From an optimization exercise on the open Yosys and OpenROAD flow, aimed at small area, a short achievable clock period and few clock cycles; shortcuts taken in it are not production practice. RTL that was checked went through simulation tests only; none was proved equivalent to the original. No driver is modelled on the clock port, so clocking that relies on it looks cheaper here than on a real chip. Power is estimated from default activity; no workload was simulated.

==> module day1_2, before the edit <==
module day1_2 (
    input  logic clk,
    input  logic rst,
    input  logic tvalid_rx,
    output logic tready_rx,
    input  logic [7:0] tdata_rx,
    input  logic tlast_rx,
    output logic tvalid_tx,
    input  logic tready_tx,
    output logic [31:0] tdata_tx,
    output logic tlast_tx
);
  logic       tv;           
  logic       tl;           
  logic       tn;           
  logic [4:0] td;           
  logic       rst_q;
  always_ff @(posedge clk) begin
    rst_q <= rst;
    tv <= tvalid_rx & ~rst;
    tl <= tlast_rx;
    tn <= ~tdata_rx[6];
    td <= tdata_rx[4:0];
  end
  logic [4:0] st;           
  logic [4:0] ns;
  logic       wf;           
  logic [3:0] wd;           
  wire l_e = (td == 5'd5);
  wire l_f = (td == 5'd6);
  wire l_g = (td == 5'd7);
  wire l_h = (td == 5'd8);
  wire l_i = (td == 5'd9);
  wire l_n = (td == 5'd14);
  wire l_o = (td == 5'd15);
  wire l_r = (td == 5'd18);
  wire l_s = (td == 5'd19);
  wire l_t = (td == 5'd20);
  wire l_u = (td == 5'd21);
  wire l_v = (td == 5'd22);
  wire l_w = (td == 5'd23);
  wire l_x = (td == 5'd24);
  wire l_z = (td == 5'd26);
  wire s_root = (st == 5'd0);
  wire s_e = (st == 5'd4);
  wire s_f = (st == 5'd15);
  wire s_n = (st == 5'd13);
  wire s_o = (st == 5'd8);
  wire s_s = (st == 5'd27);
  wire s_t = (st == 5'd30);
  wire s_z = (st == 5'd26);
  wire s_ei = (st == 5'd21);
  wire s_fi = (st == 5'd10);
  wire s_fo = (st == 5'd14);
  wire s_ni = (st == 5'd31);
  wire s_on = (st == 5'd1);
  wire s_se = (st == 5'd29);
  wire s_si = (st == 5'd6);
  wire s_th = (st == 5'd28);
  wire s_tw = (st == 5'd2);
  wire s_ze = (st == 5'd25);
  wire s_eig = (st == 5'd17);
  wire s_fiv = (st == 5'd5);
  wire s_fou = (st == 5'd20);
  wire s_nin = (st == 5'd9);
  wire s_sev = (st == 5'd3);
  wire s_thr = (st == 5'd12);
  wire s_zer = (st == 5'd16);
  wire s_eigh = (st == 5'd24);
  wire s_seve = (st == 5'd23);
  wire s_thre = (st == 5'd19);
  assign ns[0] = (l_e & (s_s | s_z | s_sev | s_thr)) | l_f | (l_g & (s_ei)) | (l_i & (s_e | s_n | s_on | s_se | s_ze | s_nin | s_seve | s_thre)) | l_n | l_s | (l_v & (s_fi | s_se));
  assign ns[1] = (l_e & (s_sev | s_thr)) | l_f | (l_i & (s_f | s_n | s_s | s_on | s_nin)) | (l_o & (s_f)) | l_s | l_t | (l_v & (s_se)) | (l_w & (s_t)) | l_z;
  assign ns[2] = (l_e & (s_root | s_e | s_f | s_n | s_o | s_s | s_t | s_ei | s_fi | s_fo | s_ni | s_on | s_se | s_si | s_th | s_tw | s_ze | s_eig | s_fiv | s_fou | s_nin | s_sev | s_zer | s_eigh | s_seve | s_thre)) | l_f | (l_h & (s_t)) | (l_i & (s_e | s_n | s_s | s_on | s_se | s_ze | s_nin | s_seve | s_thre)) | (l_n & (s_root | s_e | s_f | s_n | s_s | s_t | s_z | s_ei | s_fi | s_on | s_se | s_si | s_th | s_tw | s_ze | s_eig | s_fiv | s_fou | s_nin | s_sev | s_thr | s_zer | s_eigh | s_seve | s_thre)) | (l_o & (s_f)) | (l_r & (s_th)) | l_t | (l_u & (s_fo)) | (l_v & (s_fi));
  assign ns[3] = (l_e & (s_s | s_z)) | l_f | (l_h & (s_t | s_eig)) | (l_i & (s_f | s_n | s_on | s_nin)) | (l_n & (s_root | s_e | s_f | s_n | s_s | s_t | s_z | s_ei | s_fi | s_ni | s_on | s_se | s_si | s_th | s_tw | s_ze | s_eig | s_fiv | s_fou | s_nin | s_sev | s_thr | s_zer | s_eigh | s_seve | s_thre)) | l_o | (l_r & (s_th)) | l_s | l_t | l_z;
  assign ns[4] = (l_e & (s_s | s_z | s_sev | s_thr)) | (l_g & (s_ei)) | (l_h & (s_t | s_eig)) | (l_i & (s_e | s_n | s_on | s_se | s_ze | s_nin | s_seve | s_thre)) | (l_r & (s_ze)) | l_s | l_t | (l_u & (s_fo)) | l_z;
  assign wf = (l_e & (s_on | s_fiv | s_nin | s_thre)) | (l_n & (s_seve)) | (l_o & (s_tw | s_zer)) | (l_r & (s_fou)) | (l_t & (s_eigh)) | (l_x & (s_si));
  assign wd = st[3:0];
  logic [3:0] first_dig, last_dig;
  logic       mac;          
  logic [6:0] acc_lo;
  logic       cy;           
  logic [16:0] acc_hi;
  logic       done;
  wire found = tn | wf;
  wire [3:0] dig = tn ? td[3:0] : wd;
  wire [6:0] val = {first_dig, 3'b000} + {2'b00, first_dig, 1'b0} + {3'b000, last_dig};
  wire fresh = mac | (first_dig == 4'hF);
  always_ff @(posedge clk) begin
    if (rst_q) first_dig <= 4'hF;
    else if (tv && found && fresh) first_dig <= dig;
    else if (mac) first_dig <= 4'hF;
  end
  always_ff @(posedge clk) begin
    if (tv && found) last_dig <= dig;
  end
  always_ff @(posedge clk) begin
    if (rst_q) begin
      st     <= '0;
      mac    <= 1'b0;
      acc_lo <= '0;
      cy     <= 1'b0;
      acc_hi <= '0;
    end else begin
      if (tv) begin
        st   <= (tl || tn) ? 5'd0 : ns;
      end
      mac <= tv & tl;
      {cy, acc_lo} <= {1'b0, acc_lo} + (mac ? {1'b0, val} : 8'd0);
      acc_hi <= acc_hi + {16'd0, cy};
    end
  end
  always_ff @(posedge clk) begin
    done <= ~rst & tready_tx & ~tv & ~mac & ~cy;
  end
  assign tready_rx = 1'b1;
  assign tvalid_tx = done;
  assign tlast_tx  = done;
  assign tdata_tx  = {8'd0, acc_hi, acc_lo};
endmodule
clock: 10.0 ns
lec_check: 0
cap_margin: 20
core_margin: 2
core_utilization: 40
slew_margin: 20
standard.sh (not shown) runs the stock make flow with config.mk's settings and CLKGATE_MAP_FILE= SYNTH_SCRIPT=/design/flow/synth_recipe.tcl, a recipe that flattens the netlist after the stock synthesis.
==> flow/flow/run.sh <==
#!/bin/bash
# Layout flow: the standard synthesis, then its combinational logic re-optimised for area
# with ABC (registers, their names and cell types kept), then the standard layout with
# small port buffers, a two-buffer clock tree (flow/clk2.tcl, run before CTS) and a
# tighter setup target for repair_timing.
set -euo pipefail
R=orfs/results/$FLOW_PLATFORM/day1_2/base
bash standard.sh synth > synth.log 2>&1
cp $R/1_2_yosys.v $R/1_2_yosys.std.v
LIB=$FLOW_HOME/platforms/$FLOW_PLATFORM/lib/sky130_fd_sc_hd__tt_025C_1v80.lib \
IN=$R/1_2_yosys.std.v OUT=$R/1_2_yosys.v yosys -c flow/resyn.tcl > resyn.log 2>&1
rm -f $R/1_synth.odb $R/1_synth.sdc
bash standard.sh BUFFER_PORTS_ARGS="-buffer_cell sky130_fd_sc_hd__buf_1" SETUP_SLACK_MARGIN=7.2 \
  PRE_CTS_TCL=$PWD/flow/clk2.tcl \
  CTS_ARGS="-sink_clustering_enable -repair_clock_nets -dont_use_dummy_load" finish > standard.log 2>&1
Other scripts of this flow, unchanged in this note and not shown: flow/flow/area.abc, flow/flow/clk2.tcl, flow/flow/resyn.tcl
Next try:
--- a/flow/design.v
+++ b/flow/design.v
@@ -75,44 +75,45 @@
   assign ns[3] = (l_e & (s_s | s_z)) | l_f | (l_h & (s_t | s_eig)) | (l_i & (s_f | s_n | s_on | s_nin)) | (l_n & (s_root | s_e | s_f | s_n | s_s | s_t | s_z | s_ei | s_fi | s_ni | s_on | s_se | s_si | s_th | s_tw | s_ze | s_eig | s_fiv | s_fou | s_nin | s_sev | s_thr | s_zer | s_eigh | s_seve | s_thre)) | l_o | (l_r & (s_th)) | l_s | l_t | l_z;
   assign ns[4] = (l_e & (s_s | s_z | s_sev | s_thr)) | (l_g & (s_ei)) | (l_h & (s_t | s_eig)) | (l_i & (s_e | s_n | s_on | s_se | s_ze | s_nin | s_seve | s_thre)) | (l_r & (s_ze)) | l_s | l_t | (l_u & (s_fo)) | l_z;
   assign wf = (l_e & (s_on | s_fiv | s_nin | s_thre)) | (l_n & (s_seve)) | (l_o & (s_tw | s_zer)) | (l_r & (s_fou)) | (l_t & (s_eigh)) | (l_x & (s_si));
   assign wd = st[3:0];
-  logic [3:0] first_dig, last_dig;
+  logic [3:0] last_dig;     
+  logic       add10;        
   logic       mac;          
   logic [6:0] acc_lo;
   logic       cy;           
   logic [16:0] acc_hi;
   logic       done;
   wire found = tn | wf;
   wire [3:0] dig = tn ? td[3:0] : wd;
-  wire [6:0] val = {first_dig, 3'b000} + {2'b00, first_dig, 1'b0} + {3'b000, last_dig};
-  wire fresh = mac | (first_dig == 4'hF);
+  wire [6:0] ten = {last_dig, 3'b000} + {2'b00, last_dig, 1'b0};
+  wire [6:0] val = ({7{add10}} & ten) + ({7{mac}} & {3'b000, last_dig});
+  wire fresh = mac | (last_dig == 4'hF);
   always_ff @(posedge clk) begin
-    if (rst_q) first_dig <= 4'hF;
-    else if (tv && found && fresh) first_dig <= dig;
-    else if (mac) first_dig <= 4'hF;
-  end
-  always_ff @(posedge clk) begin
-    if (tv && found) last_dig <= dig;
+    if (rst_q) last_dig <= 4'hF;
+    else if (tv && found) last_dig <= dig;
+    else if (mac) last_dig <= 4'hF;
   end
   always_ff @(posedge clk) begin
     if (rst_q) begin
       st     <= '0;
       mac    <= 1'b0;
+      add10  <= 1'b0;
       acc_lo <= '0;
       cy     <= 1'b0;
       acc_hi <= '0;
     end else begin
       if (tv) begin
         st   <= (tl || tn) ? 5'd0 : ns;
       end
       mac <= tv & tl;
-      {cy, acc_lo} <= {1'b0, acc_lo} + (mac ? {1'b0, val} : 8'd0);
+      add10 <= tv & found & fresh;
+      {cy, acc_lo} <= {1'b0, acc_lo} + {1'b0, val};
       acc_hi <= acc_hi + {16'd0, cy};
     end
   end
   always_ff @(posedge clk) begin
-    done <= ~rst & tready_tx & ~tv & ~mac & ~cy;
+    done <= ~rst & tready_tx & ~tv & ~mac & ~add10 & ~cy;
   end
   assign tready_rx = 1'b1;
   assign tvalid_tx = done;
   assign tlast_tx  = done;
After rerunning: The new run produced a clean layout; setup slack improved by 24 ps; utilization climbs by 1.1 points; total power drops by 8.0%; global-route usage is about the same; register-to-register slack got worse by 40 ps; critical path depth stays the same; sequential power drops by about 8%; die area drops by about 6%; routed wire length drops by about 2.5%; clock skew is about the same.
Testbench counts after the change, summed over its fixed seeds: cycles 33,500.
Only the layout flow was run in the first run of this note; the RTL was not checked for function there.

[port drivers added, routing unchanged]
How much do the figures lean on ideal ports? The routed layouts below were timed once more, with nothing changed but the port constraints.
Step 1 (the two cells are an assumption about what drives the block):
set clk [get_ports {clk}]
set_driving_cell -lib_cell sky130_fd_sc_hd__clkbuf_16 $clk
set_driving_cell -lib_cell sky130_fd_sc_hd__buf_2 [delete_from_list [all_inputs] $clk]
Step 2 adds t to the input delays and takes it off the output delays; t is the mean of the earliest and latest rising clock arrival at the registers after step 1. Input paths then give back, and output paths get back, about the clock's delay inside the block.
a / b / c = ideal / step 1 / step 2; a / b = the first two.
run	t (ns)	setup slack, ns	clock arrival spread, ns
the first run	0.200	7.271 / 7.224 / 7.424	0.008 / 0.008
the second run	0.199	7.295 / 7.247 / 7.396	0.008 / 0.008
After both steps every run listed still meets setup and hold.
